Source: an optimization exercise on an open RTL-to-GDS flow (aim: small area, a short achievable clock period and few clock cycles per item). Production flows keep margins and buffers that such runs may drop. In this exercise RTL edits were held to simulation tests only and were not proved equivalent to the original. Power and IR drop assume default switching activity.

Design CORDIC_sin_cos, start of the top module:
module CORDIC_sin_cos (clock, rst, strobe_in, angle, strobe_out, cos, sin);
	input clock;
	input rst;
	input strobe_in;
	input [31:0] angle;
	output strobe_out;
	output [16:0] cos;
	output [16:0] sin;
	reg signed [15:0] X, Y;
	reg [29:0] W;                
	reg NEG;                     
	reg [3:0] C;                 
	reg busy, done, prev_strobe_in;
	wire start = strobe_in & ~prev_strobe_in;
	wire signed [15:0] X1 = (angle[31] ^ angle[30]) ? -16'sd19429 : 16'sd19429;
	wire signed [15:0] Y1 = angle[31] ? -16'sd19429 : 16'sd19429;
	wire [29:0] Z1 = {~angle[29], angle[28:0]};
	wire pos = ~NEG;
	wire [29:0] Bn;
	CORDIC_LUT lut(C, Bn);
	wire [29:0] T;
	ZADD30 za(W, Bn ^ {30{pos}}, pos, T);
	wire signed [15:0] Xs = (X >>> 1) >>> C;
	wire signed [15:0] Ys = (Y >>> 1) >>> C;
	wire [15:0] Xn, Yn;
	ADD16 ax(X, Ys ^ {16{pos}}, pos, Xn);
	ADD16 ay(Y, Xs ^ {16{NEG}}, NEG, Yn);
	always @(posedge clock) begin
		prev_strobe_in <= strobe_in;
		if (rst) begin
			prev_strobe_in <= 1'b0;
			busy <= 1'b0;
			done <= 1'b0;
		end else begin
			done <= busy & (C == 4'd15);
			if (start)
				busy <= 1'b1;
			else if (C == 4'd15)
				busy <= 1'b0;
		end
	end
	always @(posedge clock) begin
		if (start) begin
			C <= 4'd0;
			X <= X1;
			Y <= Y1;
			W <= Z1;
			NEG <= ~angle[29];
		end else begin
			C <= C + 4'd1;
			X <= Xn;
			Y <= Yn;
			W <= {T[28:0], 1'b0};
			NEG <= T[29];
		end
	end
	assign cos = {X[15], X};
	assign sin = {Y[15], Y};
	assign strobe_out = done;
endmodule
export LEC_CHECK = 0
export ABC_AREA = 1
export CAP_MARGIN = 20
export CORE_MARGIN = 2
export CORE_UTILIZATION = 40
export CTS_BUF_LIST = sky130_fd_sc_hd__clkbuf_8
export GPL_TIMING_DRIVEN = 0
export PLACE_DENSITY = 0.45
export SETUP_SLACK_MARGIN = 3.4
export SLEW_MARGIN = 20
create_clock -name core_clock -period 6.5 [get_ports {clock}]
standard.sh (not shown) runs the stock make flow with config.mk's settings and CLKGATE_MAP_FILE= SYNTH_SCRIPT=/design/flow/synth_recipe.tcl, a recipe that flattens the netlist after the stock synthesis.
==> flow/flow/run.sh <==
#!/bin/bash
# Layout flow: the standard flow (standard.sh) with two changes.
#  - ADDER_MAP_FILE is empty, so synthesis maps no full/half-adder cells and ABC
#    maps the adders to plain gates, which are faster than the library's fa/ha cells.
#  - buffer_ports puts a buf_1 on each port instead of the delay buffer it picks
#    by default.
# The synthesis is otherwise the standard one, so the registers are the same.
set -euo pipefail
export ADDER_MAP_FILE=
export BUFFER_PORTS_ARGS="-buffer_cell sky130_fd_sc_hd__buf_1"
bash standard.sh > standard.log 2>&1
The starting point passed the timing, design-rule and antenna checks.
Testbench counts at the start, summed over its fixed seeds: cycles 34,824, items 2,048.
==> next run, changes <==
CTS_BUF_LIST = not set   (was sky130_fd_sc_hd__clkbuf_8)
GPL_TIMING_DRIVEN = not set   (was 0)
PLACE_DENSITY = not set   (was 0.45)
SETUP_SLACK_MARGIN = 3.75   (was 3.4)
Result:
- first-iteration DRC count climbs by a little under a tenth
- wire length decreases by a few percent
- setup slack improves by 0.14 ns
- total power grows by about a fifth
- die area is unchanged
- fmax went up by a few percent
- critical path depth shrinks by 1
==> next run, changes <==
CTS_BUF_LIST = sky130_fd_sc_hd__clkbuf_8   (was not set)
GPL_TIMING_DRIVEN = 0   (was not set)
SETUP_SLACK_MARGIN = 3.5   (was 3.75)
The new run completed with no timing, DRC or antenna violations. Via count is lower by 3.5%. Non-clock buffer count fell by 5. Hold slack improves by 0.023 ns. Clock power falls by 28%. Cell area went down by 12%.
==> next run, changes <==
GPL_TIMING_DRIVEN = not set   (was 0)
SETUP_SLACK_MARGIN = 3.4   (was 3.5)
Outcome: The changed run completed with no timing, DRC or antenna violations; routed wire length decreases by 12%; cell count decreases by 2.0%; maximum frequency decreases by 1.8%; clock skew hardly moves; area after synthesis stays the same; clock power hardly moves; clock-buffer cell count decreases by 1; setup slack loses 0.052 ns.
==> next run, changes <==
TNS_END_PERCENT = 20   (was not set)
- The changed run finished clean
- routed wire length hardly moves
- via count hardly moves
- cell count stays the same
- count of clock-buffer cells in the layout is unchanged
- area after synthesis is unchanged
==> next run, changes <==
CTS_BUF_LIST = not set   (was sky130_fd_sc_hd__clkbuf_8)
SETUP_SLACK_MARGIN = 3.2   (was 3.4)
TNS_END_PERCENT = not set   (was 20)
=>
- global-route usage increases by 0.17 points
- register-to-register slack is worse by 0.10 ns
- clock power increases by 38%
- cell area is lower by 1.2%
- maximum frequency drops by about 0.75%
- critical path depth is unchanged

* * *

Starting RTL as in the previous note.
export LEC_CHECK = 0
export ABC_AREA = 1
export CAP_MARGIN = 20
export CORE_MARGIN = 2
export CORE_UTILIZATION = 40
export CTS_BUF_LIST = sky130_fd_sc_hd__clkbuf_8
export GPL_TIMING_DRIVEN = 0
export SETUP_SLACK_MARGIN = 3.3
export SLEW_MARGIN = 20
create_clock -name core_clock -period 6.5 [get_ports {clock}]
Scripts as last shown in full above: flow/flow/run.sh
Testbench counts at the start, summed over its fixed seeds: cycles 34,824, items 2,048.
==> next run, changes <==
CTS_BUF_LIST = not set   (was sky130_fd_sc_hd__clkbuf_8)
GPL_TIMING_DRIVEN = not set   (was 0)
SETUP_SLACK_MARGIN = 3.6   (was 3.3)
Result: Total power rose by 10%. Sequential power rose by 3.2%. Hold slack gets worse by 29 ps. Cell count fell by 0.59%. Wire length fell by 5.6%. Area after synthesis stays the same. Setup slack gets better by 110 ps. Critical path depth fell by 17. Register-to-register slack gets better by 140 ps.
==> next run, changes <==
CTS_BUF_LIST = sky130_fd_sc_hd__clkbuf_8   (was not set)
GPL_TIMING_DRIVEN = 0   (was not set)
PLACE_DENSITY = 0.75   (was not set)
SETUP_SLACK_MARGIN = 3.4   (was 3.6)
Wire length came out higher by 3.8%.
Power came out lower by 9.3%.
Cell area came out lower by 8.0%.
Via count came out higher by 1.2%.
Worst hold slack is better by 39 ps.
==> next run, changes <==
CORE_UTILIZATION = 55   (was 40)
GPL_TIMING_DRIVEN = not set   (was 0)
PLACE_DENSITY = not set   (was 0.75)
The new run completed without violations.
Flip-flop and latch count stays the same.
Wire length came out lower by about 13%.
Clock power increases by 12%.

[re-timing with driven ports]
Ports are ideal in the flow. The routed layouts listed here were re-timed in OpenROAD. Step 1 (the two cells are an assumption about what drives the block):
set clk [get_ports {clock}]
set_driving_cell -lib_cell sky130_fd_sc_hd__clkbuf_16 $clk
set_driving_cell -lib_cell sky130_fd_sc_hd__buf_2 [delete_from_list [all_inputs] $clk]
Step 2 times the ports against the registers' clock, not the clock port: input delays grow and output delays shrink by t, the midpoint of the rising clock arrivals with the driver on. a / b / c = ideal ports / drivers / drivers and shift; a / b = the first two.
run | t (ns) | slack for setup (ns) | worst data-port slew with drivers (ns)
the first run of note 1 | 0.425 | 3.709 / 3.709 / 3.541 | 0.03
the second run of note 1 | 0.393 | 3.849 / 3.849 / 3.567 | 0.04
the third run of note 1 | 0.423 | 3.746 / 3.746 / 3.469 | 0.03
the fourth run of note 1 | 0.412 | 3.695 / 3.695 / 3.341 | 0.04
the fifth run of note 1 | 0.414 | 3.522 / 3.540 / 3.126 | 0.04
the sixth run of note 1 | 0.393 | 3.500 / 3.523 / 3.130 | 0.04
the first run of note 2 | 0.419 | 3.659 / 3.659 / 3.450 | 0.03
the second run of note 2 | 0.393 | 3.771 / 3.794 / 3.401 | 0.04
the third run of note 2 | 0.433 | 3.665 / 3.665 / 3.464 | 0.04
the fourth run of note 2 | 0.402 | 3.687 / 3.687 / 3.687 | 0.03
After both steps setup and hold are still met in every run listed. The setup slack of the fifth run of note 1, which loses most, moves by +0.018 ns with the drivers and by -0.396 ns with both steps.
